Background: an optimization exercise with open tools, aiming at small area, a short achievable clock period and few clock cycles per item. Do not read the settings as production practice. Function was checked by simulation only, so behaviour that the tests miss may differ from the original. Power is estimated from default activity; no workload was simulated.

**flow/config.mk**
```make
export PLATFORM = sky130hd
export DESIGN_NAME = SSE
export DESIGN_NICKNAME = SSE
export VERILOG_FILES = /design/flow/design.v
export SDC_FILE = /design/flow/constraint.sdc
export NUM_CORES = 4
export LEC_CHECK = 0
export CAP_MARGIN = 20
export CORE_MARGIN = 2
export CORE_UTILIZATION = 55
export CTS_CLUSTER_DIAMETER = 100
export CTS_CLUSTER_SIZE = 30
export PLACE_DENSITY = 0.72
export SETUP_SLACK_MARGIN = 5
export SLEW_MARGIN = 20
export SYNTH_HIERARCHICAL = 1
export SYNTH_MINIMUM_KEEP_SIZE = 0
```
**flow/constraint.sdc**
```tcl
create_clock -name core_clock -period 10.0 [get_ports {clk}]
set_input_delay 2.0000 -clock core_clock [delete_from_list [all_inputs] [get_ports {clk}]]
set_output_delay 2.0000 -clock core_clock [all_outputs]
set_load 0.01 [all_outputs]
```
**flow/design.v**
```verilog
module sse_acc (
	input  logic        clk,
	input  logic        rst,
	input  logic        ps1,
	input  logic [7:0]  pe1,
	input  logic [24:0] pu1,
	input  logic        v5,
	input  logic        l5,
	output logic        out_valid,
	output logic [31:0] Y
);
	localparam logic [31:0] NAN = 32'h7f800001;
	logic [31:0] acc;
	logic        v6, l6, fresh;
	logic        ps;
	logic [7:0]  pe;
	logic        pNaN, pInf;   
	logic [23:0] yp;
	logic [3:0]  shH;    
	logic [7:0]  shL;    
	logic        selP;
	logic        as;
	logic [7:0]  ae;
	logic [22:0] af;
	assign {as, ae, af} = acc;
	logic aNaN, aInf, aZ, pZ;
	assign aNaN = (&ae) & (|af);
	assign aInf = (&ae) & ~(|af);
	assign aZ = fresh | ~(|ae);
	assign pZ = ~(|pe);
	logic normal;
	assign normal = ~aZ & ~aNaN & ~aInf & ~pNaN & ~pInf & ~pZ;
	logic [23:0] ya;
	logic [24:0] S, S1;
	logic        ovf;
	logic [7:0]  E, E1;
	logic [23:0] ma, yh;
	assign ma = {1'b1, af};
	always_comb begin
		for (int i = 0; i < 24; i++) begin
			yh[i] = (shH[0] & ma[i]) | (shH[1] & (i + 8 < 24 ? ma[(i + 8) % 24] : 1'b0))
				| (shH[2] & (i + 16 < 24 ? ma[(i + 16) % 24] : 1'b0));
			ya[i] = 0;
			for (int j = 0; j < 8; j++)
				if (i + j < 24) ya[i] = ya[i] | (shL[j] & yh[i + j]);
		end
	end
	sse_cadd #(.W(24), .L(5)) add (.a(ya), .b(yp), .s0(S), .s1(S1));
	assign ovf = S[24];
	assign E = selP ? pe : ae;
	assign E1 = E + 8'd1;
	logic [31:0] nres, pval, res;
	logic        selN, selA, selP2, selNaN;
	assign nres = ovf ? {as, E1, S1[23:1]} : {as, E, S[22:0]};
	assign pval = {ps, pe, aZ ? yp[22:0] : 23'd0};
	assign selN = v6 & normal;
	assign selNaN = v6 & (aZ ? pNaN : (aNaN | pNaN | (aInf & pInf & (as != ps))));
	assign selA = ~v6 | (~aZ & ~aNaN & ~pNaN & (aInf ? (~pInf | (as == ps)) : (~pInf & pZ)));
	assign selP2 = v6 & (aZ ? (~pNaN & ~pZ) : (~aNaN & ~pNaN & ~aInf & pInf));
	assign res = ({32{selN}} & nres) | ({32{selA}} & acc) | ({32{selP2}} & pval) | ({32{selNaN}} & NAN);
	logic [25:0] pinc;
	logic [22:0] f1n;
	logic [23:0] m1n;
	logic [7:0]  e1n;
	sse_inc #(.W(25), .L(5)) inc1 (.a(pu1), .s(pinc));
	assign f1n = pu1[24] ? pinc[23:1] : pu1[22:0];
	assign m1n = {1'b1, f1n};
	assign e1n = pe1;
	logic [23:0] yp0, yp1;
	logic [8:0]  dP0, dA0;
	logic [4:0]  shA0, shA1;
	logic        sel0, sel1, inc;
	logic       ebP;
	logic [8:0] dPa, dPp, dAa, dAp;
	assign ebP = v6 & (aZ | selP);
	assign dPa = {1'b0, ae} - {1'b0, e1n};
	assign dPp = {1'b0, pe} - {1'b0, e1n};
	assign dAa = {1'b0, e1n} - {1'b0, ae};
	assign dAp = {1'b0, e1n} - {1'b0, pe};
	assign dP0 = ebP ? dPp : dPa;
	assign dA0 = ebP ? dAp : dAa;
	assign inc = v6 & ~aZ & ~pZ & ovf;
	assign sel0 = dP0[8];
	assign sel1 = sel0 & (dA0 != 9'd1);
	assign yp0 = sel0 ? m1n : (dP0[7:0] > 8'd23) ? 24'd0 : (m1n >> dP0[4:0]);
	assign yp1 = sel0 ? m1n : {1'b0, yp0[23:1]};
	assign shA0 = ~sel0 ? 5'd0 : (dA0[7:0] > 8'd23) ? 5'd24 : dA0[4:0];
	assign shA1 = ~sel1 ? 5'd0 : (dA0[7:0] > 8'd24) ? 5'd24 : (dA0[4:0] - 5'd1);
	logic azn;
	assign azn = v6 ? (l6 | (aZ & pZ)) : aZ;
	logic [23:0] ypc0, ypc1;
	logic [3:0]  shH0, shH1;
	logic [7:0]  shL0, shL1;
	assign ypc0 = azn ? m1n : yp0;
	assign ypc1 = azn ? m1n : yp1;
	assign shH0 = {1'b0, shA0[4:3] == 2'd2, shA0[4:3] == 2'd1, shA0[4:3] == 2'd0};
	assign shH1 = {1'b0, shA1[4:3] == 2'd2, shA1[4:3] == 2'd1, shA1[4:3] == 2'd0};
	always_comb
		for (int j = 0; j < 8; j++) begin
			shL0[j] = (shA0[2:0] == j);
			shL1[j] = (shA1[2:0] == j);
		end
	always_ff @(posedge clk) begin
		ps <= ps1;
		pe <= e1n;
		pNaN <= (&e1n) & (|f1n);
		pInf <= (&e1n) & ~(|f1n);
		l6 <= l5;
		acc <= res;
		selP <= inc ? sel1 : sel0;
		shH <= inc ? shH1 : shH0;
		shL <= inc ? shL1 : shL0;
		yp <= inc ? ypc1 : ypc0;
		if (rst) begin
			v6 <= 0;
			fresh <= 1;
			out_valid <= 0;
		end
		else begin
			v6 <= v5;
			if (v6) fresh <= l6;
			out_valid <= v6 & l6;
		end
	end
	assign Y = acc;
endmodule
module sse_cadd #(parameter int W = 24, parameter int L = 5) (
	input  logic [W-1:0] a,
	input  logic [W-1:0] b,
	output logic [W:0]   s0,
	output logic [W:0]   s1
);
	logic [W-1:0] g [0:L];
	logic [W-1:0] t [0:L];
	logic [W-1:0] h;
	assign g[0] = a & b;
	assign t[0] = a | b;
	assign h = a ^ b;
	genvar l, i;
	generate
		for (l = 0; l < L; l++) begin : g_lvl
			for (i = 0; i < W; i++) begin : g_bit
				if (i >= (1 << l)) begin : g_op
					assign g[l + 1][i] = g[l][i] | (t[l][i] & g[l][i - (1 << l)]);
					assign t[l + 1][i] = t[l][i] & t[l][i - (1 << l)];
				end
				else begin : g_pass
					assign g[l + 1][i] = g[l][i];
					assign t[l + 1][i] = t[l][i];
				end
			end
		end
	endgenerate
	assign s0 = {g[L][W-1], h ^ {g[L][W-2:0], 1'b0}};
	assign s1 = {g[L][W-1] | t[L][W-1], h ^ {g[L][W-2:0] | t[L][W-2:0], 1'b1}};
endmodule
module sse_add #(parameter int W = 24, parameter int L = 5) (
	input  logic [W-1:0] a,
	input  logic [W-1:0] b,
	input  logic         ci,
	output logic [W:0]   s
);
	logic [W:0] g [0:L];
	logic [W:0] p [0:L];
	assign g[0] = {a & b, ci};
	assign p[0] = {a ^ b, 1'b0};
	genvar l, i;
	generate
		for (l = 0; l < L; l++) begin : g_lvl
			for (i = 0; i <= W; i++) begin : g_bit
				if ((i >> l) & 1) begin : g_op
					assign g[l + 1][i] = g[l][i] | (p[l][i] & g[l][((i >> l) << l) - 1]);
					assign p[l + 1][i] = p[l][i] & p[l][((i >> l) << l) - 1];
				end
				else begin : g_pass
					assign g[l + 1][i] = g[l][i];
					assign p[l + 1][i] = p[l][i];
				end
			end
		end
	endgenerate
	assign s = {g[L][W], p[0][W:1] ^ g[L][W-1:0]};
endmodule
module sse_inc #(parameter int W = 24, parameter int L = 5) (
	input  logic [W-1:0] a,
	output logic [W:0]   s
);
	logic [W-1:0] p [0:L];
	assign p[0] = a;
	genvar l, i;
	generate
		for (l = 0; l < L; l++) begin : g_lvl
			for (i = 0; i < W; i++) begin : g_bit
				if ((i >> l) & 1) begin : g_op
					assign p[l + 1][i] = p[l][i] & p[l][((i >> l) << l) - 1];
				end
				else begin : g_pass
					assign p[l + 1][i] = p[l][i];
				end
			end
		end
	endgenerate
	assign s = {p[L][W-1], a ^ {p[L][W-2:0], 1'b1}};
endmodule
module sse_sq_tree (
	input  logic [22:0] f,
	output logic [47:0] q0,
	output logic [47:0] q1
);
	wire t1 = ~(~(f[0] & f[17]) ^ ~(f[1] & f[16]));
	wire t2 = ~(f[0] & f[17]) | ~(f[1] & f[16]);
	wire t3 = ~(~(f[0] & f[18]) ^ ~(f[1] & f[17]));
	wire t4 = ~(f[0] & f[18]) | ~(f[1] & f[17]);
	wire t5, t6;
	sse_fa ut5 (.a(~(f[0] & f[19])), .b(~(f[1] & f[18])), .c(~(f[2] & f[17])), .s(t5), .co(t6));
	wire t7 = ~(~(f[3] & f[16]) ^ ~(f[4] & f[15]));
	wire t8 = ~(f[3] & f[16]) | ~(f[4] & f[15]);
	wire t9, t10;
	sse_fa ut9 (.a(~(f[0] & f[20])), .b(~(f[1] & f[19])), .c(~(f[2] & f[18])), .s(t9), .co(t10));
	wire t11 = ~(~(f[3] & f[17]) ^ ~(f[4] & f[16]));
	wire t12 = ~(f[3] & f[17]) | ~(f[4] & f[16]);
	wire t13, t14;
	sse_fa ut13 (.a(~(f[0] & f[21])), .b(~(f[1] & f[20])), .c(~(f[2] & f[19])), .s(t13), .co(t14));
	wire t15, t16;
	sse_fa ut15 (.a(~(f[3] & f[18])), .b(~(f[4] & f[17])), .c(~(f[5] & f[16])), .s(t15), .co(t16));
	wire t17 = ~(~(f[6] & f[15]) ^ ~(f[7] & f[14]));
	wire t18 = ~(f[6] & f[15]) | ~(f[7] & f[14]);
	wire t19, t20;
	sse_fa ut19 (.a(~(f[0] & f[22])), .b(~(f[1] & f[21])), .c(~(f[2] & f[20])), .s(t19), .co(t20));
	wire t21, t22;
	sse_fa ut21 (.a(~(f[3] & f[19])), .b(~(f[4] & f[18])), .c(~(f[5] & f[17])), .s(t21), .co(t22));
	wire t23 = ~(~(f[6] & f[16]) ^ ~(f[7] & f[15]));
	wire t24 = ~(f[6] & f[16]) | ~(f[7] & f[15]);
	wire t25, t26;
	sse_fa ut25 (.a(~f[0]), .b(~(f[1] & f[22])), .c(~(f[2] & f[21])), .s(t25), .co(t26));
	wire t27, t28;
	sse_fa ut27 (.a(~(f[3] & f[20])), .b(~(f[4] & f[19])), .c(~(f[5] & f[18])), .s(t27), .co(t28));
	wire t29, t30;
	sse_fa ut29 (.a(~(f[6] & f[17])), .b(~(f[7] & f[16])), .c(~(f[8] & f[15])), .s(t29), .co(t30));
	wire t31 = ~(~(f[9] & f[14]) ^ ~(f[10] & f[13]));
	wire t32 = ~(f[9] & f[14]) | ~(f[10] & f[13]);
	wire t33, t34;
	sse_fa ut33 (.a(~f[1]), .b(~(f[2] & f[22])), .c(~(f[3] & f[21])), .s(t33), .co(t34));
	wire t35, t36;
	sse_fa ut35 (.a(~(f[4] & f[20])), .b(~(f[5] & f[19])), .c(~(f[6] & f[18])), .s(t35), .co(t36));
	wire t37, t38;
	sse_fa ut37 (.a(~(f[7] & f[17])), .b(~(f[8] & f[16])), .c(~(f[9] & f[15])), .s(t37), .co(t38));
	wire t39, t40;
	sse_fa ut39 (.a(~f[2]), .b(~(f[3] & f[22])), .c(~(f[4] & f[21])), .s(t39), .co(t40));
	wire t41, t42;
	sse_fa ut41 (.a(~(f[5] & f[20])), .b(~(f[6] & f[19])), .c(~(f[7] & f[18])), .s(t41), .co(t42));
	wire t43, t44;
	sse_fa ut43 (.a(~(f[8] & f[17])), .b(~(f[9] & f[16])), .c(~(f[10] & f[15])), .s(t43), .co(t44));
	wire t45, t46;
	sse_fa ut45 (.a(~f[3]), .b(~(f[4] & f[22])), .c(~(f[5] & f[21])), .s(t45), .co(t46));
	wire t47, t48;
	sse_fa ut47 (.a(~(f[6] & f[20])), .b(~(f[7] & f[19])), .c(~(f[8] & f[18])), .s(t47), .co(t48));
	wire t49, t50;
	sse_fa ut49 (.a(~f[4]), .b(~(f[5] & f[22])), .c(~(f[6] & f[21])), .s(t49), .co(t50));
	wire t51, t52;
	sse_fa ut51 (.a(~(f[7] & f[20])), .b(~(f[8] & f[19])), .c(~(f[9] & f[18])), .s(t51), .co(t52));
	wire t53, t54;
	sse_fa ut53 (.a(~f[5]), .b(~(f[6] & f[22])), .c(~(f[7] & f[21])), .s(t53), .co(t54));
	wire t55, t56;
	sse_fa ut55 (.a(~f[6]), .b(~(f[7] & f[22])), .c(~(f[8] & f[21])), .s(t55), .co(t56));
	wire t57 = ~(~(f[0] & f[11]) ^ ~(f[1] & f[10]));
	wire t58 = ~(f[0] & f[11]) | ~(f[1] & f[10]);
	wire t59 = ~(~(f[0] & f[12]) ^ ~(f[1] & f[11]));
	wire t60 = ~(f[0] & f[12]) | ~(f[1] & f[11]);
	wire t61, t62;
	sse_fa ut61 (.a(~(f[0] & f[13])), .b(~(f[1] & f[12])), .c(~(f[2] & f[11])), .s(t61), .co(t62));
	wire t63 = ~(~(f[3] & f[10]) ^ ~(f[4] & f[9]));
	wire t64 = ~(f[3] & f[10]) | ~(f[4] & f[9]);
	wire t65, t66;
	sse_fa ut65 (.a(~(f[0] & f[14])), .b(~(f[1] & f[13])), .c(~(f[2] & f[12])), .s(t65), .co(t66));
	wire t67 = ~(~(f[3] & f[11]) ^ ~(f[4] & f[10]));
	wire t68 = ~(f[3] & f[11]) | ~(f[4] & f[10]);
	wire t69, t70;
	sse_fa ut69 (.a(~(f[0] & f[15])), .b(~(f[1] & f[14])), .c(~(f[2] & f[13])), .s(t69), .co(t70));
	wire t71, t72;
	sse_fa ut71 (.a(~(f[3] & f[12])), .b(~(f[4] & f[11])), .c(~(f[5] & f[10])), .s(t71), .co(t72));
	wire t73 = ~(~(f[6] & f[9]) ^ ~(f[7] & f[8]));
	wire t74 = ~(f[6] & f[9]) | ~(f[7] & f[8]);
	wire t75, t76;
	sse_fa ut75 (.a(~(f[0] & f[16])), .b(~(f[1] & f[15])), .c(~(f[2] & f[14])), .s(t75), .co(t76));
	wire t77, t78;
	sse_fa ut77 (.a(~(f[3] & f[13])), .b(~(f[4] & f[12])), .c(~(f[5] & f[11])), .s(t77), .co(t78));
	wire t79 = ~(~(f[6] & f[10]) ^ ~(f[7] & f[9]));
	wire t80 = ~(f[6] & f[10]) | ~(f[7] & f[9]);
	wire t81, t82;
	sse_fa ut81 (.a(t1), .b(~(f[2] & f[15])), .c(~(f[3] & f[14])), .s(t81), .co(t82));
	wire t83, t84;
	sse_fa ut83 (.a(~(f[4] & f[13])), .b(~(f[5] & f[12])), .c(~(f[6] & f[11])), .s(t83), .co(t84));
	wire t85, t86;
	sse_fa ut85 (.a(~(f[7] & f[10])), .b(~(f[8] & f[9])), .c(~f[9]), .s(t85), .co(t86));
	wire t87, t88;
	sse_fa ut87 (.a(t2), .b(t3), .c(~(f[2] & f[16])), .s(t87), .co(t88));
	wire t89, t90;
	sse_fa ut89 (.a(~(f[3] & f[15])), .b(~(f[4] & f[14])), .c(~(f[5] & f[13])), .s(t89), .co(t90));
	wire t91, t92;
	sse_fa ut91 (.a(~(f[6] & f[12])), .b(~(f[7] & f[11])), .c(~(f[8] & f[10])), .s(t91), .co(t92));
	wire t93, t94;
	sse_fa ut93 (.a(t4), .b(t5), .c(t7), .s(t93), .co(t94));
	wire t95, t96;
	sse_fa ut95 (.a(~(f[5] & f[14])), .b(~(f[6] & f[13])), .c(~(f[7] & f[12])), .s(t95), .co(t96));
	wire t97, t98;
	sse_fa ut97 (.a(~(f[8] & f[11])), .b(~(f[9] & f[10])), .c(~f[10]), .s(t97), .co(t98));
	wire t99, t100;
	sse_fa ut99 (.a(t6), .b(t8), .c(t9), .s(t99), .co(t100));
	wire t101, t102;
	sse_fa ut101 (.a(t11), .b(~(f[5] & f[15])), .c(~(f[6] & f[14])), .s(t101), .co(t102));
	wire t103, t104;
	sse_fa ut103 (.a(~(f[7] & f[13])), .b(~(f[8] & f[12])), .c(~(f[9] & f[11])), .s(t103), .co(t104));
	wire t105, t106;
	sse_fa ut105 (.a(t10), .b(t12), .c(t13), .s(t105), .co(t106));
	wire t107, t108;
	sse_fa ut107 (.a(t15), .b(t17), .c(~(f[8] & f[13])), .s(t107), .co(t108));
	wire t109, t110;
	sse_fa ut109 (.a(~(f[9] & f[12])), .b(~(f[10] & f[11])), .c(~f[11]), .s(t109), .co(t110));
	wire t111, t112;
	sse_fa ut111 (.a(t14), .b(t16), .c(t18), .s(t111), .co(t112));
	wire t113, t114;
	sse_fa ut113 (.a(t19), .b(t21), .c(t23), .s(t113), .co(t114));
	wire t115, t116;
	sse_fa ut115 (.a(~(f[8] & f[14])), .b(~(f[9] & f[13])), .c(~(f[10] & f[12])), .s(t115), .co(t116));
	wire t117, t118;
	sse_fa ut117 (.a(t20), .b(t22), .c(t24), .s(t117), .co(t118));
	wire t119, t120;
	sse_fa ut119 (.a(t25), .b(t27), .c(t29), .s(t119), .co(t120));
	wire t121, t122;
	sse_fa ut121 (.a(t31), .b(~(f[11] & f[12])), .c(~f[12]), .s(t121), .co(t122));
	wire t123, t124;
	sse_fa ut123 (.a(t26), .b(t28), .c(t30), .s(t123), .co(t124));
	wire t125, t126;
	sse_fa ut125 (.a(t32), .b(t33), .c(t35), .s(t125), .co(t126));
	wire t127, t128;
	sse_fa ut127 (.a(t37), .b(~(f[10] & f[14])), .c(~(f[11] & f[13])), .s(t127), .co(t128));
	wire t129, t130;
	sse_fa ut129 (.a(t34), .b(t36), .c(t38), .s(t129), .co(t130));
	wire t131, t132;
	sse_fa ut131 (.a(t39), .b(t41), .c(t43), .s(t131), .co(t132));
	wire t133, t134;
	sse_fa ut133 (.a(~(f[11] & f[14])), .b(~(f[12] & f[13])), .c(~f[13]), .s(t133), .co(t134));
	wire t135, t136;
	sse_fa ut135 (.a(t40), .b(t42), .c(t44), .s(t135), .co(t136));
	wire t137, t138;
	sse_fa ut137 (.a(t45), .b(t47), .c(~(f[9] & f[17])), .s(t137), .co(t138));
	wire t139, t140;
	sse_fa ut139 (.a(~(f[10] & f[16])), .b(~(f[11] & f[15])), .c(~(f[12] & f[14])), .s(t139), .co(t140));
	wire t141, t142;
	sse_fa ut141 (.a(t46), .b(t48), .c(t49), .s(t141), .co(t142));
	wire t143, t144;
	sse_fa ut143 (.a(t51), .b(~(f[10] & f[17])), .c(~(f[11] & f[16])), .s(t143), .co(t144));
	wire t145, t146;
	sse_fa ut145 (.a(~(f[12] & f[15])), .b(~(f[13] & f[14])), .c(~f[14]), .s(t145), .co(t146));
	wire t147, t148;
	sse_fa ut147 (.a(t50), .b(t52), .c(t53), .s(t147), .co(t148));
	wire t149, t150;
	sse_fa ut149 (.a(~(f[8] & f[20])), .b(~(f[9] & f[19])), .c(~(f[10] & f[18])), .s(t149), .co(t150));
	wire t151, t152;
	sse_fa ut151 (.a(~(f[11] & f[17])), .b(~(f[12] & f[16])), .c(~(f[13] & f[15])), .s(t151), .co(t152));
	wire t153, t154;
	sse_fa ut153 (.a(t54), .b(t55), .c(~(f[9] & f[20])), .s(t153), .co(t154));
	wire t155, t156;
	sse_fa ut155 (.a(~(f[10] & f[19])), .b(~(f[11] & f[18])), .c(~(f[12] & f[17])), .s(t155), .co(t156));
	wire t157, t158;
	sse_fa ut157 (.a(~(f[13] & f[16])), .b(~(f[14] & f[15])), .c(~f[15]), .s(t157), .co(t158));
	wire t159, t160;
	sse_fa ut159 (.a(t56), .b(~f[7]), .c(~(f[8] & f[22])), .s(t159), .co(t160));
	wire t161, t162;
	sse_fa ut161 (.a(~(f[9] & f[21])), .b(~(f[10] & f[20])), .c(~(f[11] & f[19])), .s(t161), .co(t162));
	wire t163, t164;
	sse_fa ut163 (.a(~(f[12] & f[18])), .b(~(f[13] & f[17])), .c(~(f[14] & f[16])), .s(t163), .co(t164));
	wire t165, t166;
	sse_fa ut165 (.a(~f[8]), .b(~(f[9] & f[22])), .c(~(f[10] & f[21])), .s(t165), .co(t166));
	wire t167, t168;
	sse_fa ut167 (.a(~(f[11] & f[20])), .b(~(f[12] & f[19])), .c(~(f[13] & f[18])), .s(t167), .co(t168));
	wire t169, t170;
	sse_fa ut169 (.a(~(f[14] & f[17])), .b(~(f[15] & f[16])), .c(~f[16]), .s(t169), .co(t170));
	wire t171, t172;
	sse_fa ut171 (.a(~f[9]), .b(~(f[10] & f[22])), .c(~(f[11] & f[21])), .s(t171), .co(t172));
	wire t173, t174;
	sse_fa ut173 (.a(~(f[12] & f[20])), .b(~(f[13] & f[19])), .c(~(f[14] & f[18])), .s(t173), .co(t174));
	wire t175, t176;
	sse_fa ut175 (.a(~f[10]), .b(~(f[11] & f[22])), .c(~(f[12] & f[21])), .s(t175), .co(t176));
	wire t177, t178;
	sse_fa ut177 (.a(~(f[13] & f[20])), .b(~(f[14] & f[19])), .c(~(f[15] & f[18])), .s(t177), .co(t178));
	wire t179, t180;
	sse_fa ut179 (.a(~f[11]), .b(~(f[12] & f[22])), .c(~(f[13] & f[21])), .s(t179), .co(t180));
	wire t181, t182;
	sse_fa ut181 (.a(~f[12]), .b(~(f[13] & f[22])), .c(~(f[14] & f[21])), .s(t181), .co(t182));
	wire t183 = ~(~(f[0] & f[7]) ^ ~(f[1] & f[6]));
	wire t184 = ~(f[0] & f[7]) | ~(f[1] & f[6]);
	wire t185 = ~(~(f[0] & f[8]) ^ ~(f[1] & f[7]));
	wire t186 = ~(f[0] & f[8]) | ~(f[1] & f[7]);
	wire t187, t188;
	sse_fa ut187 (.a(~(f[0] & f[9])), .b(~(f[1] & f[8])), .c(~(f[2] & f[7])), .s(t187), .co(t188));
	wire t189 = ~(~(f[3] & f[6]) ^ ~(f[4] & f[5]));
	wire t190 = ~(f[3] & f[6]) | ~(f[4] & f[5]);
	wire t191, t192;
	sse_fa ut191 (.a(~(f[0] & f[10])), .b(~(f[1] & f[9])), .c(~(f[2] & f[8])), .s(t191), .co(t192));
	wire t193 = ~(~(f[3] & f[7]) ^ ~(f[4] & f[6]));
	wire t194 = ~(f[3] & f[7]) | ~(f[4] & f[6]);
	wire t195, t196;
	sse_fa ut195 (.a(t57), .b(~(f[2] & f[9])), .c(~(f[3] & f[8])), .s(t195), .co(t196));
	wire t197, t198;
	sse_fa ut197 (.a(~(f[4] & f[7])), .b(~(f[5] & f[6])), .c(~f[6]), .s(t197), .co(t198));
	wire t199, t200;
	sse_fa ut199 (.a(t58), .b(t59), .c(~(f[2] & f[10])), .s(t199), .co(t200));
	wire t201, t202;
	sse_fa ut201 (.a(~(f[3] & f[9])), .b(~(f[4] & f[8])), .c(~(f[5] & f[7])), .s(t201), .co(t202));
	wire t203, t204;
	sse_fa ut203 (.a(t60), .b(t61), .c(t63), .s(t203), .co(t204));
	wire t205, t206;
	sse_fa ut205 (.a(~(f[5] & f[8])), .b(~(f[6] & f[7])), .c(~f[7]), .s(t205), .co(t206));
	wire t207, t208;
	sse_fa ut207 (.a(t62), .b(t64), .c(t65), .s(t207), .co(t208));
	wire t209, t210;
	sse_fa ut209 (.a(t67), .b(~(f[5] & f[9])), .c(~(f[6] & f[8])), .s(t209), .co(t210));
	wire t211, t212;
	sse_fa ut211 (.a(t66), .b(t68), .c(t69), .s(t211), .co(t212));
	wire t213, t214;
	sse_fa ut213 (.a(t71), .b(t73), .c(~f[8]), .s(t213), .co(t214));
	wire t215, t216;
	sse_fa ut215 (.a(t70), .b(t72), .c(t74), .s(t215), .co(t216));
	wire t217, t218;
	sse_fa ut217 (.a(t75), .b(t77), .c(t79), .s(t217), .co(t218));
	wire t219, t220;
	sse_fa ut219 (.a(t76), .b(t78), .c(t80), .s(t219), .co(t220));
	wire t221, t222;
	sse_fa ut221 (.a(t81), .b(t83), .c(t85), .s(t221), .co(t222));
	wire t223, t224;
	sse_fa ut223 (.a(t82), .b(t84), .c(t86), .s(t223), .co(t224));
	wire t225, t226;
	sse_fa ut225 (.a(t87), .b(t89), .c(t91), .s(t225), .co(t226));
	wire t227, t228;
	sse_fa ut227 (.a(t88), .b(t90), .c(t92), .s(t227), .co(t228));
	wire t229, t230;
	sse_fa ut229 (.a(t93), .b(t95), .c(t97), .s(t229), .co(t230));
	wire t231, t232;
	sse_fa ut231 (.a(t94), .b(t96), .c(t98), .s(t231), .co(t232));
	wire t233, t234;
	sse_fa ut233 (.a(t99), .b(t101), .c(t103), .s(t233), .co(t234));
	wire t235, t236;
	sse_fa ut235 (.a(t100), .b(t102), .c(t104), .s(t235), .co(t236));
	wire t237, t238;
	sse_fa ut237 (.a(t105), .b(t107), .c(t109), .s(t237), .co(t238));
	wire t239, t240;
	sse_fa ut239 (.a(t106), .b(t108), .c(t110), .s(t239), .co(t240));
	wire t241, t242;
	sse_fa ut241 (.a(t111), .b(t113), .c(t115), .s(t241), .co(t242));
	wire t243, t244;
	sse_fa ut243 (.a(t112), .b(t114), .c(t116), .s(t243), .co(t244));
	wire t245, t246;
	sse_fa ut245 (.a(t117), .b(t119), .c(t121), .s(t245), .co(t246));
	wire t247, t248;
	sse_fa ut247 (.a(t118), .b(t120), .c(t122), .s(t247), .co(t248));
	wire t249, t250;
	sse_fa ut249 (.a(t123), .b(t125), .c(t127), .s(t249), .co(t250));
	wire t251, t252;
	sse_fa ut251 (.a(t124), .b(t126), .c(t128), .s(t251), .co(t252));
	wire t253, t254;
	sse_fa ut253 (.a(t129), .b(t131), .c(t133), .s(t253), .co(t254));
	wire t255, t256;
	sse_fa ut255 (.a(t130), .b(t132), .c(t134), .s(t255), .co(t256));
	wire t257, t258;
	sse_fa ut257 (.a(t135), .b(t137), .c(t139), .s(t257), .co(t258));
	wire t259, t260;
	sse_fa ut259 (.a(t136), .b(t138), .c(t140), .s(t259), .co(t260));
	wire t261, t262;
	sse_fa ut261 (.a(t141), .b(t143), .c(t145), .s(t261), .co(t262));
	wire t263, t264;
	sse_fa ut263 (.a(t142), .b(t144), .c(t146), .s(t263), .co(t264));
	wire t265, t266;
	sse_fa ut265 (.a(t147), .b(t149), .c(t151), .s(t265), .co(t266));
	wire t267, t268;
	sse_fa ut267 (.a(t148), .b(t150), .c(t152), .s(t267), .co(t268));
	wire t269, t270;
	sse_fa ut269 (.a(t153), .b(t155), .c(t157), .s(t269), .co(t270));
	wire t271, t272;
	sse_fa ut271 (.a(t154), .b(t156), .c(t158), .s(t271), .co(t272));
	wire t273, t274;
	sse_fa ut273 (.a(t159), .b(t161), .c(t163), .s(t273), .co(t274));
	wire t275, t276;
	sse_fa ut275 (.a(t160), .b(t162), .c(t164), .s(t275), .co(t276));
	wire t277, t278;
	sse_fa ut277 (.a(t165), .b(t167), .c(t169), .s(t277), .co(t278));
	wire t279, t280;
	sse_fa ut279 (.a(t166), .b(t168), .c(t170), .s(t279), .co(t280));
	wire t281, t282;
	sse_fa ut281 (.a(t171), .b(t173), .c(~(f[15] & f[17])), .s(t281), .co(t282));
	wire t283, t284;
	sse_fa ut283 (.a(t172), .b(t174), .c(t175), .s(t283), .co(t284));
	wire t285, t286;
	sse_fa ut285 (.a(t177), .b(~(f[16] & f[17])), .c(~f[17]), .s(t285), .co(t286));
	wire t287, t288;
	sse_fa ut287 (.a(t176), .b(t178), .c(t179), .s(t287), .co(t288));
	wire t289, t290;
	sse_fa ut289 (.a(~(f[14] & f[20])), .b(~(f[15] & f[19])), .c(~(f[16] & f[18])), .s(t289), .co(t290));
	wire t291, t292;
	sse_fa ut291 (.a(t180), .b(t181), .c(~(f[15] & f[20])), .s(t291), .co(t292));
	wire t293, t294;
	sse_fa ut293 (.a(~(f[16] & f[19])), .b(~(f[17] & f[18])), .c(~f[18]), .s(t293), .co(t294));
	wire t295, t296;
	sse_fa ut295 (.a(t182), .b(~f[13]), .c(~(f[14] & f[22])), .s(t295), .co(t296));
	wire t297, t298;
	sse_fa ut297 (.a(~(f[15] & f[21])), .b(~(f[16] & f[20])), .c(~(f[17] & f[19])), .s(t297), .co(t298));
	wire t299, t300;
	sse_fa ut299 (.a(~f[14]), .b(~(f[15] & f[22])), .c(~(f[16] & f[21])), .s(t299), .co(t300));
	wire t301, t302;
	sse_fa ut301 (.a(~(f[17] & f[20])), .b(~(f[18] & f[19])), .c(~f[19]), .s(t301), .co(t302));
	wire t303, t304;
	sse_fa ut303 (.a(~f[15]), .b(~(f[16] & f[22])), .c(~(f[17] & f[21])), .s(t303), .co(t304));
	wire t305, t306;
	sse_fa ut305 (.a(~f[16]), .b(~(f[17] & f[22])), .c(~(f[18] & f[21])), .s(t305), .co(t306));
	wire t307 = ~(~(f[0] & f[5]) ^ ~(f[1] & f[4]));
	wire t308 = ~(f[0] & f[5]) | ~(f[1] & f[4]);
	wire t309 = ~(~(f[0] & f[6]) ^ ~(f[1] & f[5]));
	wire t310 = ~(f[0] & f[6]) | ~(f[1] & f[5]);
	wire t311, t312;
	sse_fa ut311 (.a(t183), .b(~(f[2] & f[5])), .c(~(f[3] & f[4])), .s(t311), .co(t312));
	wire t313, t314;
	sse_fa ut313 (.a(t184), .b(t185), .c(~(f[2] & f[6])), .s(t313), .co(t314));
	wire t315, t316;
	sse_fa ut315 (.a(t186), .b(t187), .c(t189), .s(t315), .co(t316));
	wire t317, t318;
	sse_fa ut317 (.a(t188), .b(t190), .c(t191), .s(t317), .co(t318));
	wire t319, t320;
	sse_fa ut319 (.a(t192), .b(t194), .c(t195), .s(t319), .co(t320));
	wire t321, t322;
	sse_fa ut321 (.a(t196), .b(t198), .c(t199), .s(t321), .co(t322));
	wire t323, t324;
	sse_fa ut323 (.a(t200), .b(t202), .c(t203), .s(t323), .co(t324));
	wire t325, t326;
	sse_fa ut325 (.a(t204), .b(t206), .c(t207), .s(t325), .co(t326));
	wire t327, t328;
	sse_fa ut327 (.a(t208), .b(t210), .c(t211), .s(t327), .co(t328));
	wire t329, t330;
	sse_fa ut329 (.a(t212), .b(t214), .c(t215), .s(t329), .co(t330));
	wire t331, t332;
	sse_fa ut331 (.a(t216), .b(t218), .c(t219), .s(t331), .co(t332));
	wire t333, t334;
	sse_fa ut333 (.a(t220), .b(t222), .c(t223), .s(t333), .co(t334));
	wire t335, t336;
	sse_fa ut335 (.a(t224), .b(t226), .c(t227), .s(t335), .co(t336));
	wire t337, t338;
	sse_fa ut337 (.a(t228), .b(t230), .c(t231), .s(t337), .co(t338));
	wire t339, t340;
	sse_fa ut339 (.a(t232), .b(t234), .c(t235), .s(t339), .co(t340));
	wire t341, t342;
	sse_fa ut341 (.a(t236), .b(t238), .c(t239), .s(t341), .co(t342));
	wire t343, t344;
	sse_fa ut343 (.a(t240), .b(t242), .c(t243), .s(t343), .co(t344));
	wire t345, t346;
	sse_fa ut345 (.a(t244), .b(t246), .c(t247), .s(t345), .co(t346));
	wire t347, t348;
	sse_fa ut347 (.a(t248), .b(t250), .c(t251), .s(t347), .co(t348));
	wire t349, t350;
	sse_fa ut349 (.a(t252), .b(t254), .c(t255), .s(t349), .co(t350));
	wire t351, t352;
	sse_fa ut351 (.a(t256), .b(t258), .c(t259), .s(t351), .co(t352));
	wire t353, t354;
	sse_fa ut353 (.a(t260), .b(t262), .c(t263), .s(t353), .co(t354));
	wire t355, t356;
	sse_fa ut355 (.a(t264), .b(t266), .c(t267), .s(t355), .co(t356));
	wire t357, t358;
	sse_fa ut357 (.a(t268), .b(t270), .c(t271), .s(t357), .co(t358));
	wire t359, t360;
	sse_fa ut359 (.a(t272), .b(t274), .c(t275), .s(t359), .co(t360));
	wire t361, t362;
	sse_fa ut361 (.a(t276), .b(t278), .c(t279), .s(t361), .co(t362));
	wire t363, t364;
	sse_fa ut363 (.a(t280), .b(t282), .c(t283), .s(t363), .co(t364));
	wire t365, t366;
	sse_fa ut365 (.a(t284), .b(t286), .c(t287), .s(t365), .co(t366));
	wire t367, t368;
	sse_fa ut367 (.a(t288), .b(t290), .c(t291), .s(t367), .co(t368));
	wire t369, t370;
	sse_fa ut369 (.a(t292), .b(t294), .c(t295), .s(t369), .co(t370));
	wire t371, t372;
	sse_fa ut371 (.a(t296), .b(t298), .c(t299), .s(t371), .co(t372));
	wire t373, t374;
	sse_fa ut373 (.a(t300), .b(t302), .c(t303), .s(t373), .co(t374));
	wire t375, t376;
	sse_fa ut375 (.a(t304), .b(t305), .c(~(f[19] & f[20])), .s(t375), .co(t376));
	wire t377, t378;
	sse_fa ut377 (.a(t306), .b(~f[17]), .c(~(f[18] & f[22])), .s(t377), .co(t378));
	wire t379, t380;
	sse_fa ut379 (.a(~f[18]), .b(~(f[19] & f[22])), .c(~(f[20] & f[21])), .s(t379), .co(t380));
	wire t381 = ~(~(f[0] & f[3]) ^ ~(f[1] & f[2]));
	wire t382 = ~(f[0] & f[3]) | ~(f[1] & f[2]);
	wire t383 = ~(~(f[0] & f[4]) ^ ~(f[1] & f[3]));
	wire t384 = ~(f[0] & f[4]) | ~(f[1] & f[3]);
	wire t385, t386;
	sse_fa ut385 (.a(t307), .b(~(f[2] & f[3])), .c(~f[3]), .s(t385), .co(t386));
	wire t387, t388;
	sse_fa ut387 (.a(t308), .b(t309), .c(~(f[2] & f[4])), .s(t387), .co(t388));
	wire t389, t390;
	sse_fa ut389 (.a(t310), .b(t311), .c(~f[4]), .s(t389), .co(t390));
	wire t391, t392;
	sse_fa ut391 (.a(t312), .b(t313), .c(~(f[3] & f[5])), .s(t391), .co(t392));
	wire t393, t394;
	sse_fa ut393 (.a(t314), .b(t315), .c(~f[5]), .s(t393), .co(t394));
	wire t395, t396;
	sse_fa ut395 (.a(t316), .b(t317), .c(t193), .s(t395), .co(t396));
	wire t397, t398;
	sse_fa ut397 (.a(t318), .b(t319), .c(t197), .s(t397), .co(t398));
	wire t399, t400;
	sse_fa ut399 (.a(t320), .b(t321), .c(t201), .s(t399), .co(t400));
	wire t401, t402;
	sse_fa ut401 (.a(t322), .b(t323), .c(t205), .s(t401), .co(t402));
	wire t403, t404;
	sse_fa ut403 (.a(t324), .b(t325), .c(t209), .s(t403), .co(t404));
	wire t405, t406;
	sse_fa ut405 (.a(t326), .b(t327), .c(t213), .s(t405), .co(t406));
	wire t407, t408;
	sse_fa ut407 (.a(t328), .b(t329), .c(t217), .s(t407), .co(t408));
	wire t409, t410;
	sse_fa ut409 (.a(t330), .b(t331), .c(t221), .s(t409), .co(t410));
	wire t411, t412;
	sse_fa ut411 (.a(t332), .b(t333), .c(t225), .s(t411), .co(t412));
	wire t413, t414;
	sse_fa ut413 (.a(t334), .b(t335), .c(t229), .s(t413), .co(t414));
	wire t415, t416;
	sse_fa ut415 (.a(t336), .b(t337), .c(t233), .s(t415), .co(t416));
	wire t417, t418;
	sse_fa ut417 (.a(t338), .b(t339), .c(t237), .s(t417), .co(t418));
	wire t419, t420;
	sse_fa ut419 (.a(t340), .b(t341), .c(t241), .s(t419), .co(t420));
	wire t421, t422;
	sse_fa ut421 (.a(t342), .b(t343), .c(t245), .s(t421), .co(t422));
	wire t423, t424;
	sse_fa ut423 (.a(t344), .b(t345), .c(t249), .s(t423), .co(t424));
	wire t425, t426;
	sse_fa ut425 (.a(t346), .b(t347), .c(t253), .s(t425), .co(t426));
	wire t427, t428;
	sse_fa ut427 (.a(t348), .b(t349), .c(t257), .s(t427), .co(t428));
	wire t429, t430;
	sse_fa ut429 (.a(t350), .b(t351), .c(t261), .s(t429), .co(t430));
	wire t431, t432;
	sse_fa ut431 (.a(t352), .b(t353), .c(t265), .s(t431), .co(t432));
	wire t433, t434;
	sse_fa ut433 (.a(t354), .b(t355), .c(t269), .s(t433), .co(t434));
	wire t435, t436;
	sse_fa ut435 (.a(t356), .b(t357), .c(t273), .s(t435), .co(t436));
	wire t437, t438;
	sse_fa ut437 (.a(t358), .b(t359), .c(t277), .s(t437), .co(t438));
	wire t439, t440;
	sse_fa ut439 (.a(t360), .b(t361), .c(t281), .s(t439), .co(t440));
	wire t441, t442;
	sse_fa ut441 (.a(t362), .b(t363), .c(t285), .s(t441), .co(t442));
	wire t443, t444;
	sse_fa ut443 (.a(t364), .b(t365), .c(t289), .s(t443), .co(t444));
	wire t445, t446;
	sse_fa ut445 (.a(t366), .b(t367), .c(t293), .s(t445), .co(t446));
	wire t447, t448;
	sse_fa ut447 (.a(t368), .b(t369), .c(t297), .s(t447), .co(t448));
	wire t449, t450;
	sse_fa ut449 (.a(t370), .b(t371), .c(t301), .s(t449), .co(t450));
	wire t451, t452;
	sse_fa ut451 (.a(t372), .b(t373), .c(~(f[18] & f[20])), .s(t451), .co(t452));
	wire t453, t454;
	sse_fa ut453 (.a(t374), .b(t375), .c(~f[20]), .s(t453), .co(t454));
	wire t455, t456;
	sse_fa ut455 (.a(t376), .b(t377), .c(~(f[19] & f[21])), .s(t455), .co(t456));
	wire t457, t458;
	sse_fa ut457 (.a(t378), .b(t379), .c(~f[21]), .s(t457), .co(t458));
	wire t459, t460;
	sse_fa ut459 (.a(t380), .b(~f[19]), .c(~(f[20] & f[22])), .s(t459), .co(t460));
	wire t461, t462;
	sse_fa ut461 (.a(~f[20]), .b(~(f[21] & f[22])), .c(~f[22]), .s(t461), .co(t462));
	assign q0[0] = ~f[0];
	assign q1[0] = 1'b1;
	assign q0[1] = 1'b1;
	assign q1[1] = 1'b1;
	assign q0[2] = ~(f[0] & f[1]);
	assign q1[2] = ~f[1];
	assign q0[3] = ~(f[0] & f[2]);
	assign q1[3] = 1'b1;
	assign q0[4] = t381;
	assign q1[4] = ~f[2];
	assign q0[5] = t382;
	assign q1[5] = t383;
	assign q0[6] = t384;
	assign q1[6] = t385;
	assign q0[7] = t386;
	assign q1[7] = t387;
	assign q0[8] = t388;
	assign q1[8] = t389;
	assign q0[9] = t390;
	assign q1[9] = t391;
	assign q0[10] = t392;
	assign q1[10] = t393;
	assign q0[11] = t394;
	assign q1[11] = t395;
	assign q0[12] = t396;
	assign q1[12] = t397;
	assign q0[13] = t398;
	assign q1[13] = t399;
	assign q0[14] = t400;
	assign q1[14] = t401;
	assign q0[15] = t402;
	assign q1[15] = t403;
	assign q0[16] = t404;
	assign q1[16] = t405;
	assign q0[17] = t406;
	assign q1[17] = t407;
	assign q0[18] = t408;
	assign q1[18] = t409;
	assign q0[19] = t410;
	assign q1[19] = t411;
	assign q0[20] = t412;
	assign q1[20] = t413;
	assign q0[21] = t414;
	assign q1[21] = t415;
	assign q0[22] = t416;
	assign q1[22] = t417;
	assign q0[23] = t418;
	assign q1[23] = t419;
	assign q0[24] = t420;
	assign q1[24] = t421;
	assign q0[25] = t422;
	assign q1[25] = t423;
	assign q0[26] = t424;
	assign q1[26] = t425;
	assign q0[27] = t426;
	assign q1[27] = t427;
	assign q0[28] = t428;
	assign q1[28] = t429;
	assign q0[29] = t430;
	assign q1[29] = t431;
	assign q0[30] = t432;
	assign q1[30] = t433;
	assign q0[31] = t434;
	assign q1[31] = t435;
	assign q0[32] = t436;
	assign q1[32] = t437;
	assign q0[33] = t438;
	assign q1[33] = t439;
	assign q0[34] = t440;
	assign q1[34] = t441;
	assign q0[35] = t442;
	assign q1[35] = t443;
	assign q0[36] = t444;
	assign q1[36] = t445;
	assign q0[37] = t446;
	assign q1[37] = t447;
	assign q0[38] = t448;
	assign q1[38] = t449;
	assign q0[39] = t450;
	assign q1[39] = t451;
	assign q0[40] = t452;
	assign q1[40] = t453;
	assign q0[41] = t454;
	assign q1[41] = t455;
	assign q0[42] = t456;
	assign q1[42] = t457;
	assign q0[43] = t458;
	assign q1[43] = t459;
	assign q0[44] = t460;
	assign q1[44] = t461;
	assign q0[45] = t462;
	assign q1[45] = ~f[21];
	assign q0[46] = 1'b0;
	assign q1[46] = ~f[22];
	assign q0[47] = 1'b1;
	assign q1[47] = 1'b1;
endmodule
module sse_sq_sum (
	input  logic [47:0] q0,
	input  logic [47:0] q1,
	output logic [47:0] P
);
	logic [48:0] s;
	sse_add #(.W(48), .L(6)) add (.a(q0), .b(q1), .ci(1'b1), .s(s));
	assign P = ~s[47:0];
endmodule
module sse_fa (
	input  logic a, b, c,
	output logic s, co
);
	assign s = a ^ b ^ c;
	assign co = (a & b) | (a & c) | (b & c);
endmodule
module SSE (
	input  logic        clk,
	input  logic        rst,
	input  logic        in_valid,
	input  logic        in_last,
	input  logic [31:0] A,
	input  logic [31:0] B,
	output logic        in_ready,
	output logic        out_valid,
	output logic [31:0] Y
);
	localparam logic [31:0] NAN = 32'h7f800001;
	logic v0, v2, v3, v4, v5;
	logic l0, l2, l3, l4, l5;
	always_ff @(posedge clk) begin
		if (rst) begin
			in_ready <= 0;
			{v0, v2, v3, v4, v5} <= 0;
		end
		else begin
			in_ready <= 1;
			v0 <= in_valid & in_ready;
			{v2, v3, v4, v5} <= {v0, v2, v3, v4};
		end
		{l0, l2, l3, l4, l5} <= {in_last, l0, l2, l3, l4};
	end
	logic        sA, sB;
	logic [7:0]  eA, eB;
	logic [22:0] fA, fB;
	assign {sA, eA, fA} = A;
	assign {sB, eB, fB} = B;
	logic nanA, nanB, infA, infB, zA, zB;
	assign nanA = (&eA) & (|fA);
	assign nanB = (&eB) & (|fB);
	assign infA = (&eA) & ~(|fA);
	assign infB = (&eB) & ~(|fB);
	assign zA = ~(|eA);
	assign zB = ~(|eB);
	logic        spec;
	logic [31:0] sval;
	always_comb begin
		spec = 1;
		if (nanA | nanB) sval = NAN;
		else if (infA & infB) sval = (sA == sB) ? A : NAN;
		else if (infA) sval = A;
		else if (infB) sval = B;
		else if (zA & zB) sval = 0;
		else if (zA) sval = {~sB, B[30:0]};
		else if (zB) sval = A;
		else begin
			spec = 0;
			sval = A;
		end
	end
	logic [8:0]  dAB;
	logic [7:0]  dBA;
	logic        aLess, eEq, fLess, swp;
	assign dAB = {1'b0, eA} - {1'b0, eB};
	assign dBA = eB - eA;
	assign aLess = dAB[8];
	assign eEq = (eA == eB);
	assign fLess = fA < fB;
	assign swp = A[30:0] < B[30:0];    
	logic [22:0] x0, y0;
	logic [4:0]  k0;
	logic [7:0]  e0;
	logic        s0, sub0;
	always_ff @(posedge clk) begin
		y0 <= swp ? fA : fB;
		if (spec) begin
			x0 <= sval[22:0];
			k0 <= 5'd24;
			e0 <= sval[30:23];
			s0 <= sval[31];
			sub0 <= 0;
		end
		else begin
			x0 <= swp ? fB : fA;
			k0 <= aLess ? ((dBA > 8'd23) ? 5'd24 : dBA[4:0]) : ((dAB[7:0] > 8'd23) ? 5'd24 : dAB[4:0]);
			e0 <= aLess ? eB : eA;
			s0 <= (sA == sB) ? (swp ^ sA) : sA;
			sub0 <= (sA == sB);
		end
	end
	logic [23:0] y1;
	assign y1 = {1'b1, y0} >> k0;
	logic [24:0] sum2;
	sse_add #(.W(24), .L(5)) add1 (.a({1'b1, x0}), .b(sub0 ? ~y1 : y1), .ci(sub0), .s(sum2));
	logic [24:0] r2;
	logic [7:0]  e2;
	logic        s2, sub2;
	always_ff @(posedge clk) begin
		r2 <= {sum2[24] & ~sub0, sum2[23:0]};
		e2 <= e0;
		s2 <= s0;
		sub2 <= sub0;
	end
	logic [24:0] inc3;
	logic [25:0] inc3x;
	assign inc3 = inc3x[24:0];
	sse_inc #(.W(25), .L(5)) inc1 (.a(r2), .s(inc3x));
	logic [31:0] zx;
	logic [7:0]  nz1;
	logic [15:0] nc1;
	logic [3:0]  nz2;
	logic [11:0] nc2;
	logic [1:0]  nz3;
	logic [7:0]  nc3;
	logic [4:0]  lz;
	assign zx = {r2[23:0], 8'hff};
	genvar gi;
	generate
		for (gi = 0; gi < 8; gi++) begin : g_l1
			logic [3:0] q;
			assign q = zx[4 * gi +: 4];
			assign nz1[gi] = |q;
			assign nc1[2 * gi +: 2] = q[3] ? 2'd0 : q[2] ? 2'd1 : q[1] ? 2'd2 : 2'd3;
		end
		for (gi = 0; gi < 4; gi++) begin : g_l2
			assign nz2[gi] = nz1[2 * gi + 1] | nz1[2 * gi];
			assign nc2[3 * gi +: 3] = nz1[2 * gi + 1] ? {1'b0, nc1[4 * gi + 2 +: 2]} : {1'b1, nc1[4 * gi +: 2]};
		end
		for (gi = 0; gi < 2; gi++) begin : g_l3
			assign nz3[gi] = nz2[2 * gi + 1] | nz2[2 * gi];
			assign nc3[4 * gi +: 4] = nz2[2 * gi + 1] ? {1'b0, nc2[6 * gi + 3 +: 3]} : {1'b1, nc2[6 * gi +: 3]};
		end
	endgenerate
	assign lz = nz3[1] ? {1'b0, nc3[7:4]} : {1'b1, nc3[3:0]};
	logic [23:0] n1;
	assign n1 = r2[23:0] << lz;
	logic        s3;
	logic [7:0]  e3;
	logic [4:0]  lz3;
	logic [22:0] f3;
	always_ff @(posedge clk) begin
		if (sub2) begin
			if (r2[23:0] == 0) begin
				s3 <= 0;
				e3 <= 0;
				lz3 <= 0;
			end
			else begin
				s3 <= s2;
				e3 <= e2;
				lz3 <= lz;
			end
			f3 <= n1[22:0];
		end
		else begin
			s3 <= s2;
			e3 <= r2[24] ? e2 + 8'd1 : e2;
			lz3 <= 0;
			f3 <= r2[24] ? inc3[23:1] : r2[22:0];
		end
	end
	logic        sd;
	logic [7:0]  ed;
	logic [22:0] fd;
	assign sd = s3;
	assign ed = e3 - {3'd0, lz3};
	assign fd = f3;
	logic [9:0] ex4;
	assign ex4 = {1'b0, ed, 1'b0} - 10'd127;
	logic [47:0] q0, q1;
	sse_sq_tree sq (.f(fd), .q0(q0), .q1(q1));
	logic spec4, ssp4, esp4, nsp4;
	always_comb begin
		spec4 = 1;
		ssp4 = 0;
		esp4 = 1;
		nsp4 = 0;
		if ((&ed) & (|fd)) nsp4 = 1;
		else if (&ed) ssp4 = sd;
		else if (~(|ed)) esp4 = 0;
		else if (~ex4[9] & (ex4[8:0] > 9'd254)) ;
		else if (ex4[9] | (ex4 == 0)) esp4 = 0;
		else spec4 = 0;
	end
	logic [47:0] r40, r41;
	logic [7:0]  e4;
	logic        spec5i, ssp5i, esp5i, nsp5i;
	always_ff @(posedge clk) begin
		r40 <= q0;
		r41 <= q1;
		e4 <= ex4[7:0];
		spec5i <= spec4;
		ssp5i <= ssp4;
		esp5i <= esp4;
		nsp5i <= nsp4;
	end
	logic [47:0] P;
	logic [24:0] U;
	sse_sq_sum sqs (.q0(r40), .q1(r41), .P(P));
	assign U = P[47:23];
	logic        ps5;
	logic [7:0]  pe5;
	logic [24:0] pu5;
	always_comb begin
		if (spec5i) begin
			ps5 = ssp5i;
			pe5 = {8{esp5i}};
			pu5 = {24'd0, nsp5i};
		end
		else begin
			ps5 = 0;
			pe5 = U[24] ? e4 + 8'd1 : e4;
			pu5 = U;
		end
	end
	logic        ps1;
	logic [7:0]  pe1;
	logic [24:0] pu1;
	always_ff @(posedge clk) begin
		ps1 <= ps5;
		pe1 <= pe5;
		pu1 <= pu5;
	end
	sse_acc acc (
		.clk(clk), .rst(rst),
		.ps1(ps1), .pe1(pe1), .pu1(pu1), .v5(v5), .l5(l5),
		.out_valid(out_valid), .Y(Y)
	);
endmodule
```
**flow/flow/run.sh**
```bash
#!/bin/bash
set -euo pipefail
bash standard.sh SETUP_SLACK_MARGIN=6.0 "BUFFER_PORTS_ARGS=-buffer_cell sky130_fd_sc_hd__buf_1" finish > standard.log 2>&1
```
**flow/standard.sh**
```bash
#!/bin/bash
# synth_recipe.tcl (not shown) runs the flow's synth.tcl, then flattens the netlist and writes it again
# the make line also repeats each setting of config.mk as NAME=value (left out here)
make -C /OpenROAD-flow-scripts/flow DESIGN_CONFIG=/design/flow/config.mk WORK_HOME=/design/flow/orfs CLKGATE_MAP_FILE= SYNTH_SCRIPT=/design/flow/synth_recipe.tcl "${@:-finish}"
```
==> results of run 1 <==
-- report_power, final --
part / leakage (nW) / internal [mW] / switching [mW] / total (mW)
logic: 10.6 / 4.04 / 5.19 / 9.23
clock network: 0.344 / 0.436 / 0.576 / 1.01
registers: 3.08 / 2.12 / 0.617 / 2.74
-- path summary, 6_finish.rpt --
check / from / endpoint / cells past startpoint
max: acc.acc[30] / acc.yp[13] / 16
min: l2 / l3 / 0
min reg2reg: l2 / l3 / 0
max reg2reg: acc.acc[30] / acc.yp[13] / 16
-- repair_timing --
item,in CTS,in global routing
cloned,4,3
hold buffers,0,0
resized for setup,127,153
endpoints found under the setup margin,141,127
buffers inserted,19,68
pin swaps,16,62
-- area by class of cell --
class,count,area [um2],area share (%)
inverter,287,1130,3.17
clock inverter,11,205,0.577
tap,773,967,2.72
clock buffer,21,514,1.45
timing repair inverter,1,5.00,0.0141
sequential,368,7440,20.9
timing repair buffer,229,1560,4.38
multi-input combinational,2781,23800,66.8
-- placed cells by master, fill, tap and decap left out, types with 14 or more instances in the layout --
master / n
mux2i_1: 134
xnor2_1: 90
mux2_2: 47
ha_1: 192
xor2_1: 81
nor2b_1: 59
and3_1: 23
mux4_2: 23
a221o_1: 35
inv_1: 277
nor2_2: 15
a22o_1: 27
a222oi_1: 16
nand3_1: 75
o21ai_0: 107
dfxtp_2: 17
o211ai_1: 16
nor3_1: 49
clkbuf_16: 21
dfxtp_4: 14
nand2_1: 412
o22ai_1: 37
a21oi_1: 170
a31oi_1: 18
nand4_1: 60
buf_4: 110
a22oi_1: 64
a211oi_1: 26
fa_1: 218
o21a_1: 15
nor2_1: 210
buf_1: 93
dfxtp_1: 337
and2_1: 61
a211o_1: 14
a21o_1: 41
nand2b_1: 17
nor4_1: 39
-- registers in the layout (all words and copies together) (netlist names), 7 cells and up --
register / count
e3: 8
pe1: 8
acc.shL: 8
r41: 48
r2: 25
acc.yp: 24
x0: 23
y0: 23
pu1: 25
e4: 7
e0: 8
f3: 23
e2: 8
acc.pe: 8
r40: 48
acc.acc: 32
-- worst max-delay path, cell delays in order, from the launching register on --
cell and delay [ps]:
dfxtp_4 370, nor4_4 310, a21oi_2 100, buf_6 130, a21oi_4 200, buf_4 160
mux2_4 320, ha_4 270, a21o_1 210, a21o_1 200, or4_1 500, o221ai_2 240
nand2_2 130, nor2_4 280, buf_4 170, a21oi_1 70, a221oi_2 230
-- routing by layer --
metal,vias up,part of all wire [%],global-route usage [%]
met5,-,0,0
met4,0,4.0,9.53
met3,263,7.0,3.21
met2,1299,47,46.7
met1,13499,42,38.2
li1,12907,-,-
-- stage by stage --
| stage | hold slack (ps) | instance area [um2] | cells |
|---|---|---|---|
| final | 329 | 35600 | 4471 |
| after global placement | 310 | 32900 | 4345 |
| after global routing | 342 | 35600 | 4471 |
| after detailed placement | 312 | 32900 | 4345 |
| after CTS | 333 | 34300 | 4400 |
| after floorplan | 310 | 32800 | 3706 |
==> flow_metrics.py, run 1 <==
metrics = {
    "sta": {
        "worst_pin_slew_ps": 1180,
        "fin_crit_ps": 4020,
        "fin_crit_sh_pct": 40.2,
        "fmax_ghz": 0.249,
        "skew_ps": 26.5,
        "setup_viol_count_final": 0,
        "relSlewSlack_pct": 21.3,
        "drv_slew": 0,
        "finalSetupTns_ps": 0,
        "worst_slack_ps": 5980,
        "hold_violations": 0,
        "rsz0062_at_grt": "yes",
    },
    "clock_tree": {
        "clock_sinks": 368,
        "clk_pin_slew_ps": 110,
        "insertion_delay_ps": 580,
        "cts_root_buffer": "clkbuf_16",
        "cts_buffer_depth": 3,
        "cts_buffers": 20,
        "cts_max_level": 1,
        "cts_tree": "built",
    },
    "placement": {
        "dp_slack_ps": 4740,
        "hpwl_um": 66000,
        "portBuffers": 101,
        "gp_congestion": 0.993,
    },
    "yosys": {
        "avgSynthCellArea_um2": 8.83,
        "ys_warn_count": 19,
        "syn-cell-area_mm2": 0.0327,
        "synth_cells": 3701,
    },
    "die": {
        "die_area_mm2": 0.0614,
        "io_pins": 102,
        "die_h_um": 248,
        "dieWidth_um": 248,
        "core_mm2": 0.0589,
        "start_util_pct": 55.5,
        "rows": 89,
    },
    "cells_and_area": {
        "syn2layout_area_growth_pct": 8.87,
        "fillers": 4998,
        "postLayoutCoreUtil_pct": 60.4,
        "final_nets": 4193,
        "drive_gt1_share_pct": 14.1,
        "antenna_cells": 0,
    },
    "routing": {
        "final_antenna_net_count": 0,
        "drt-initial-drc-count": 2822,
        "vias": 27968,
        "drt_wl_total_um": 90000,
        "firstDrtPassIters": 9,
        "viasPerCell": 6.26,
        "drcViolationCount": 0,
        "routedWlPerCell_um": 20.1,
    },
    "global_routing": {
        "antenna_found_initial": 0,
        "grt_pass1_wl_um": 140000,
        "grt_pass1_vias": 25886,
        "grt_max_degree": 40,
        "grt_overflow": 0,
        "track_usage_pct": 28.2,
    },
    "power": {
        "power.density_mw_per_mm2": 365,
        "p_leak_nw": 14.0,
        "total_power_mw": 13.0,
        "ir_drop_mv": 0.318,
    },
    "critical_path": {
        "required_ps": 10470,
        "reg2reg_slack_ps": 5980,
        "startpoint_type": "flip-flop",
        "critPathArrivalTime_ps": 4490,
        "crit_type": "reg2reg",
        "crit_path_max_fanout": 6,
        "worst_setup_path_end_kind": "flip-flop",
    },
    "worst_hold_path": {
        "min_path_type": "reg2reg",
    },
    "flow_run": {
        "max_cap_violations": 0,
    },
    "status": {
        "run_status": "complete, no violations",
    },
}
Testbench counts, summed over its fixed seeds: cycles 8,146, items 8,082.
==> run 2: changes to the inputs <==
==> flow/flow/run.sh (replaced) <==
#!/bin/bash
set -euo pipefail
bash standard.sh SETUP_SLACK_MARGIN=6.2 "BUFFER_PORTS_ARGS=-buffer_cell sky130_fd_sc_hd__buf_1" finish > standard.log 2>&1
--- a/flow/config.mk
+++ b/flow/config.mk
@@ -7,10 +7,10 @@
 export LEC_CHECK = 0
 export CAP_MARGIN = 20
 export CORE_MARGIN = 2
-export CORE_UTILIZATION = 55
+export CORE_UTILIZATION = 40
 export CTS_CLUSTER_DIAMETER = 100
 export CTS_CLUSTER_SIZE = 30
-export PLACE_DENSITY = 0.72
+export PLACE_DENSITY = 0.6
 export SETUP_SLACK_MARGIN = 5
 export SLEW_MARGIN = 20
 export SYNTH_HIERARCHICAL = 1
==> flow_metrics.py, run 2 <==
metrics = {
    "critical_path": {
        "crit_path_max_fanout": 4,
        "worst_setup_path_end_kind": "flip-flop",
        "crit_type": "reg2reg",
        "required_ps": 10500,
        "startpoint_type": "flip-flop",
        "critPathArrivalTime_ps": 4410,
        "reg2reg_slack_ps": 6090,
    },
    "clock_tree": {
        "cts_tree": "built",
        "cts_buffer_depth": 3,
        "cts_root_buffer": "clkbuf_16",
        "clk_pin_slew_ps": 110,
        "holdBufCountCts": 0,
        "clock_sinks": 368,
        "cts_buffers": 22,
        "insertion_delay_ps": 610,
        "cts_max_level": 1,
    },
    "cells_and_area": {
        "drive_gt1_share_pct": 18.1,
        "syn2layout_area_growth_pct": 13.8,
        "mostFrequentLayoutCells": "nand2_1 (407), dfxtp_1 (336), inv_1 (270)",
        "postLayoutCoreUtil_pct": 46.1,
        "fin_cells": 4815,
        "largestRegisters": "r40: 48 flops, r41: 48 flops, acc.acc: 32 flops",
        "final_nets": 4244,
        "regArea_mm2": 0.00745,
        "final_common_cell": "nand2_1",
        "multi_input_area_mm2": 0.0244,
        "fillers": 7812,
    },
    "sta": {
        "finalSetupTns_ps": 0,
        "drv_slew": 0,
        "fmax_ghz": 0.256,
        "worst_pin_slew_ps": 1070,
        "setup_viol_count_final": 0,
        "skew_ps": 63.3,
        "fin_crit_sh_pct": 39.1,
        "rsz0062_at_grt": "yes",
        "fin_crit_ps": 3910,
        "relSlewSlack_pct": 28.5,
        "hold_violations": 0,
    },
    "routing": {
        "drcViolationCount": 0,
        "drt-initial-drc-count": 2402,
        "firstDrtPassIters": 6,
        "viasPerCell": 5.78,
        "final_antenna_net_count": 0,
        "routedWlPerCell_um": 20.3,
        "drt_wl_total_um": 97600,
        "vias": 27816,
    },
    "yosys": {
        "avgSynthCellArea_um2": 8.83,
        "synth_cells": 3701,
        "ys_warn_count": 19,
        "syn-cell-area_mm2": 0.0327,
    },
    "power": {
        "ir_drop_mv": 0.273,
        "p_leak_nw": 14.4,
        "power.density_mw_per_mm2": 360,
    },
    "global_routing": {
        "antenna_found_initial": 2,
        "busiest_layer": "met2",
        "grt_max_degree": 40,
        "track_usage_pct": 22.3,
        "met2_usage_pct": 38.5,
        "grt_pass1_wl_um": 153000,
        "grt_pass1_vias": 27343,
        "met1_usage_pct": 29.4,
        "grt_use_met3_pct": 2.09,
        "grt_overflow": 0,
    },
    "die": {
        "core_mm2": 0.0807,
        "die_h_um": 290,
        "rows": 104,
        "io_pins": 102,
        "die_area_mm2": 0.0840,
        "dieWidth_um": 290,
        "start_util_pct": 40.5,
    },
    "placement": {
        "gp_congestion": 0.963,
        "hpwl_um": 70800,
        "placedCellCount": 4637,
        "portBuffers": 101,
    },
    "flow_run": {
        "max_cap_violations": 0,
    },
    "worst_hold_path": {
        "min_path_type": "reg2reg",
    },
    "status": {
        "run_status": "complete, no violations",
    },
}
## run 2: report_power, final
part | switching (mW) | internal, mW | total (mW) | leakage (nW)
clock | 0.612 | 0.473 | 1.08 | 0.385
sequential | 0.600 | 2.12 | 2.72 | 3.08
combinational | 5.39 | 4.17 | 9.56 | 11.0
## run 2: worst max-delay path, stage by stage, from the launching register on
cell and delay, ps:
dfxtp_4 380, nor4_4 270, a21oi_2 90, buf_6 130
a21oi_4 220, mux2_4 360, inv_2 80, ha_4 130
inv_2 30, fa_2 390, a21o_1 210, a21o_4 260
xnor2_4 320, nor2_4 70, a221o_1 390, mux2_4 290
a22o_1 170
## run 2: final cells by class
cell class	instances	area share, %
antenna	2	0.0135
clock buffer	22	1.48
clock inverter	16	0.690
inverter	287	2.97
multi-input combinational	2781	65.7
sequential	368	20.0
tap	1060	3.57
timing repair buffer	278	5.51
timing repair inverter	1	0.0202
## run 2: final timing paths
kind / from / to / cells after the start
worst max-delay path: acc.acc[27] / acc.yp[2] / 16
worst min register to register: s0 / s2 / 0
worst min-delay path: s0 / s2 / 0
worst max register to register: acc.acc[27] / acc.yp[2] / 16
## run 2: per-stage QoR
| stage | hold WS (ps) | setup slack, ps | power, mW | area (um2) |
|---|---|---|---|---|
| floorplan | 310 | 5900 | 11.5 | 33000 |
| global placement | 310 | 3690 | 11.4 | 33300 |
| detailed placement | 312 | 3590 | 11.5 | 33300 |
| CTS | 338 | 6140 | 13.1 | 35800 |
| global route | 341 | 5950 | 14.8 | 37200 |
| finish | 337 | 6090 | 13.4 | 37200 |
## run 2: layer usage
layer | part of all wire, % | up-vias
li1 | - | 12984
met1 | 43 | 13668
met2 | 48 | 974
met3 | 5.3 | 190
met4 | 3.6 | 0
met5 | 0 | -
## run 2: timing repair
action,4_1_cts,5_1_grt
endpoints found under the setup margin,148,131
pin swaps,72,95
gates resized for setup,245,184
cloned,6,5
buffers inserted,66,61

-- port drivers added, routing unchanged --
No port has a modelled driver above. Below, the same layouts with a new extraction and two added sets of constraints.
Step 1: set_driving_cell puts a clkbuf_16 on clk and a buf_2 on each other input, an assumption about the parent block.
Step 2 adds t to the input delays and takes it off the output delays; t is the mean of the earliest and latest rising clock arrival at the registers after step 1. Input paths then give back, and output paths get back, about the clock's delay inside the block.
Slacks: no drivers / after step 1 / after step 2; pairs: no drivers / after step 1.
| run | t, ns | setup WS [ns] | slew at the worst register clock pin (ns) | worst data-port slew with drivers (ns) | cell pins on the clock port's net |
|---|---|---|---|---|---|
| run 1 | 0.635 | 5.977 / 5.977 / 5.483 | 0.12 / 0.12 | 0.04 | 1 |
| run 2 | 0.639 | 6.090 / 6.090 / 5.539 | 0.12 / 0.12 | 0.08 | 1 |
After both steps setup and hold are still met in every run listed. For run 2, which loses most, drivers alone change the setup slack by 0.000 ns; drivers and shift together by -0.551 ns.
